From an optimization exercise on the open Yosys and OpenROAD flow, aimed at small area, a short achievable clock period and few clock cycles per item; shortcuts taken in it are not production practice.

Design ysyx_23060136_EXU_DIV, start of the top module:
module ysyx_23060136_EXU_DIV(
        input                 clk           ,
        input                 rst           ,
        input         [63:0]  dividend      ,
        input         [63:0]  divisor       ,
        input                 div_valid     ,
        input                 divw          ,
        input                 div_signed    ,
        output                div_ready     ,
        output                div_out_valid ,
        output        [63:0]  quotient      ,
        output        [63:0]  remainder
 );
For scale: about 2700 cells after synthesis, ~220 flip-flops, about 260 I/O pins, ~21000 um^2 of cells after synthesis.
==> flow/config.mk <==
export PLATFORM = sky130hd
export DESIGN_NAME = ysyx_23060136_EXU_DIV
export DESIGN_NICKNAME = ysyx_23060136_EXU_DIV
export VERILOG_FILES = /design/flow/design.v
export SDC_FILE = /design/flow/constraint.sdc
export NUM_CORES = 4
export LEC_CHECK = 0
export CAP_MARGIN = 20
export CORE_MARGIN = 2
export CORE_UTILIZATION = 40
export SETUP_SLACK_MARGIN = 2.0
export SLEW_MARGIN = 20
==> flow/constraint.sdc <==
create_clock -name core_clock -period 6.5 [get_ports {clk}]
set_input_delay 1.3000 -clock core_clock [delete_from_list [all_inputs] [get_ports {clk}]]
set_output_delay 1.3000 -clock core_clock [all_outputs]
set_load 0.01 [all_outputs]
run.sh (not shown) runs the stock make flow with config.mk's settings and CLKGATE_MAP_FILE= SYNTH_SCRIPT=/design/flow/synth_recipe.tcl, a recipe that flattens the netlist after the stock synthesis.
==> next run, changes <==
SETUP_SLACK_MARGIN = 1.7   (was 2.0)
=> Design area drops by about 5%; synthesized area stays the same; flip-flop and latch count is unchanged; first-iteration DRC count drops by 14%; wire length drops by about 1.9%; utilization drops by 2.6 points.
No functional check of the RTL was part of any run of this note.

---

the baseline:
The RTL this note starts from:
==> flow/design.v <==
module ysyx_23060136_EXU_DIV(
        input                 clk           ,
        input                 rst           ,
        input         [63:0]  dividend      ,
        input         [63:0]  divisor       ,
        input                 div_valid     ,
        input                 divw          ,
        input                 div_signed    ,
        output                div_ready     ,
        output                div_out_valid ,
        output        [63:0]  quotient      ,
        output        [63:0]  remainder
 );
    localparam [1:0] S_IDLE  = 2'd0,
                     S_PREP  = 2'd1,
                     S_ITER  = 2'd2,
                     S_DONE  = 2'd3;
    wire        sa_in = div_signed & (divw ? dividend[31] : dividend[63]);
    wire        sb_in = div_signed & (divw ? divisor[31]  : divisor[63]);
    wire        qn_in = sa_in ^ sb_in;
    wire [64:0] a_ext = divw ? {{33{sa_in}}, dividend[31:0]} : {sa_in, dividend};
    wire [65:0] b_ext = divw ? {{34{sb_in}}, divisor[31:0]}  : {{2{sb_in}}, divisor};
    wire [6:0]  lza, lzb;
    ysyx_23060136_EXU_DIV_lzc u_lza (.x(a_ext[63:0] ^ {64{sa_in}}), .z(lza));
    ysyx_23060136_EXU_DIV_lzc u_lzb (.x(b_ext[63:0] ^ {64{sb_in}}), .z(lzb));
    wire [5:0]  lzbc  = lzb[5:0] | {6{lzb[6]}};
    wire        dz_in = lzb[6] & ~sb_in;                     
    wire        a_lt_b = ({1'b0, lzbc} + {6'b0, sa_in}) < lza;    
    wire [5:0]  dd    = lzbc - lza[5:0] + {5'b0, sa_in};
    wire [63:0] q_ones = divw ? (qn_in ? 64'hffffffff00000001 : 64'h00000000ffffffff)
                              : (qn_in ? 64'h0000000000000001 : 64'hffffffffffffffff);
    logic [1:0]  state;
    logic [64:0] R;          
    logic [65:0] D;          
    logic [63:0] Q;
    logic [5:0]  cnt;
    logic        sa, qneg;
    wire        sub  = ~qneg;                
    wire [65:0] x    = {R[64], R};
    wire [65:0] sum;
    ysyx_23060136_EXU_DIV_add u_add (.a(x), .b(D), .cin(sub), .s(sum));
    wire [65:0] cpre = {x[64:0] | D[64:0], sub};
    wire        zero = &(~(x ^ D ^ cpre));
    wire        acc  = sa ? (sum[65] | zero) : ~sum[65];
    wire [65:0] d_sh = (D << cnt) | ({66{sub}} & ~({66{1'b1}} << cnt));
    always_ff @(posedge clk) begin
        if (rst) begin
            state <= S_IDLE;
        end
        else begin
            case (state)
            S_IDLE: if (div_valid) begin
                R     <= a_ext;
                D     <= b_ext ^ {66{~qn_in}};
                Q     <= dz_in ? q_ones : 64'b0;
                cnt   <= dd;
                sa    <= sa_in;
                qneg  <= qn_in;
                state <= (dz_in | a_lt_b) ? S_DONE : S_PREP;
            end
            S_PREP: begin
                D <= d_sh;
                if (acc) begin
                    if (qneg) R <= sum[64:0];
                    Q     <= {64{qneg}};
                    state <= S_ITER;
                end
                else begin
                    state <= S_DONE;
                end
            end
            S_ITER: begin
                if (acc) R <= sum[64:0];
                Q   <= {Q[62:0], acc ^ qneg};
                D   <= {D[65], D[65:1]};
                cnt <= cnt - 6'd1;
                if (cnt == 6'd0) state <= S_DONE;
            end
            default: state <= S_IDLE;
            endcase
        end
    end
    assign div_ready     = (state == S_IDLE);
    assign div_out_valid = (state == S_DONE);
    assign quotient      = Q;
    assign remainder     = R[63:0];
endmodule
module ysyx_23060136_EXU_DIV_add(
        input         [65:0]  a,
        input         [65:0]  b,
        input                 cin,
        output        [65:0]  s
 );
    localparam N = 67;
    wire [N-1:0] g [0:7];
    wire [N-1:0] p [0:7];
    assign g[0] = {a & b, cin};
    assign p[0] = {a ^ b, 1'b0};
    genvar l, i;
    generate
        for (l = 0; l < 7; l = l + 1) begin : lv
            for (i = 0; i < N; i = i + 1) begin : bt
                if ((i >> l) & 1) begin : m
                    localparam integer J = ((i >> l) << l) - 1;
                    assign g[l+1][i] = g[l][i] | (p[l][i] & g[l][J]);
                    assign p[l+1][i] = p[l][i] & p[l][J];
                end
                else begin : t
                    assign g[l+1][i] = g[l][i];
                    assign p[l+1][i] = p[l][i];
                end
            end
        end
    endgenerate
    assign s = p[0][66:1] ^ g[7][65:0];
endmodule
module ysyx_23060136_EXU_DIV_lzc(
        input         [63:0]  x,
        output        [6:0]   z
 );
    wire [31:0]     v1;
    wire [31:0]     c1;
    wire [15:0]     v2;
    wire [15:0][1:0] c2;
    wire [7:0]      v3;
    wire [7:0][2:0] c3;
    wire [3:0]      v4;
    wire [3:0][3:0] c4;
    wire [1:0]      v5;
    wire [1:0][4:0] c5;
    genvar i;
    generate
        for (i = 0; i < 32; i = i + 1) begin : g1
            assign v1[i] = x[2*i+1] | x[2*i];
            assign c1[i] = ~x[2*i+1];
        end
        for (i = 0; i < 16; i = i + 1) begin : g2
            assign v2[i] = v1[2*i+1] | v1[2*i];
            assign c2[i] = v1[2*i+1] ? {1'b0, c1[2*i+1]} : {1'b1, c1[2*i]};
        end
        for (i = 0; i < 8; i = i + 1) begin : g3
            assign v3[i] = v2[2*i+1] | v2[2*i];
            assign c3[i] = v2[2*i+1] ? {1'b0, c2[2*i+1]} : {1'b1, c2[2*i]};
        end
        for (i = 0; i < 4; i = i + 1) begin : g4
            assign v4[i] = v3[2*i+1] | v3[2*i];
            assign c4[i] = v3[2*i+1] ? {1'b0, c3[2*i+1]} : {1'b1, c3[2*i]};
        end
        for (i = 0; i < 2; i = i + 1) begin : g5
            assign v5[i] = v4[2*i+1] | v4[2*i];
            assign c5[i] = v4[2*i+1] ? {1'b0, c4[2*i+1]} : {1'b1, c4[2*i]};
        end
    endgenerate
    assign z = (v5[1] | v5[0]) ? (v5[1] ? {2'b00, c5[1]} : {2'b01, c5[0]}) : 7'd64;
endmodule
export LEC_CHECK = 0
export CAP_MARGIN = 20
export CORE_MARGIN = 2
export CORE_UTILIZATION = 40
export SLEW_MARGIN = 20
create_clock -name core_clock -period 6.5 [get_ports {clk}]
The baseline | status: complete | timing, DRC, antenna: pass
For the candidate, these inputs were changed with respect to the baseline:
- SETUP_SLACK_MARGIN: unset -> 2.0
==> comparison <==
- The candidate vs the baseline, count of cells resized by post-cts repair went up by 239.
- Density: the candidate denser than the baseline
- Row via count: the candidate higher / the baseline lower
- The candidate — cell area 2400 um2 higher, the baseline as reference
- The baseline vs the candidate, top metal layer carrying routed signals: met4 vs met5
Function was not checked in any run of this note: the RTL went through the layout flow alone.

-- separate check: timing with driven ports --
No port has a modelled driver above. Below, the same layouts with a new extraction and two added sets of constraints.
Step 1 (the two cells are an assumption about what drives the block):
set clk [get_ports {clk}]
set_driving_cell -lib_cell sky130_fd_sc_hd__clkbuf_16 $clk
set_driving_cell -lib_cell sky130_fd_sc_hd__buf_2 [delete_from_list [all_inputs] $clk]
Step 2, shift: input delay + t, output delay - t, t = (earliest + latest rising clock arrival at the registers) / 2. This alone moves slack from input paths to output paths.
Three values: ideal, step 1, step 2; two values: the first two.
run | shift t [ns] | setup slack, ns | hold slack, ns | slew at the worst register clock pin (ns)
the first run of note 1 | 0.649 | 2.014 / 2.014 / 1.482 | 0.550 / 0.550 / 0.550 | 0.07 / 0.07
the second run of note 1 | 0.646 | 1.777 / 1.812 / 1.166 | 0.551 / 0.551 / 0.551 | 0.07 / 0.07
the baseline | 0.639 | 0.607 / 0.648 / 0.009 | 0.546 / 0.546 / 0.546 | 0.07 / 0.07
the candidate | 0.647 | 1.769 / 1.785 / 1.138 | 0.539 / 0.539 / 0.539 | 0.07 / 0.07
After both steps every run listed still meets setup and hold. For the candidate, which loses most, drivers alone change the setup slack by +0.016 ns; drivers and shift together by -0.631 ns.
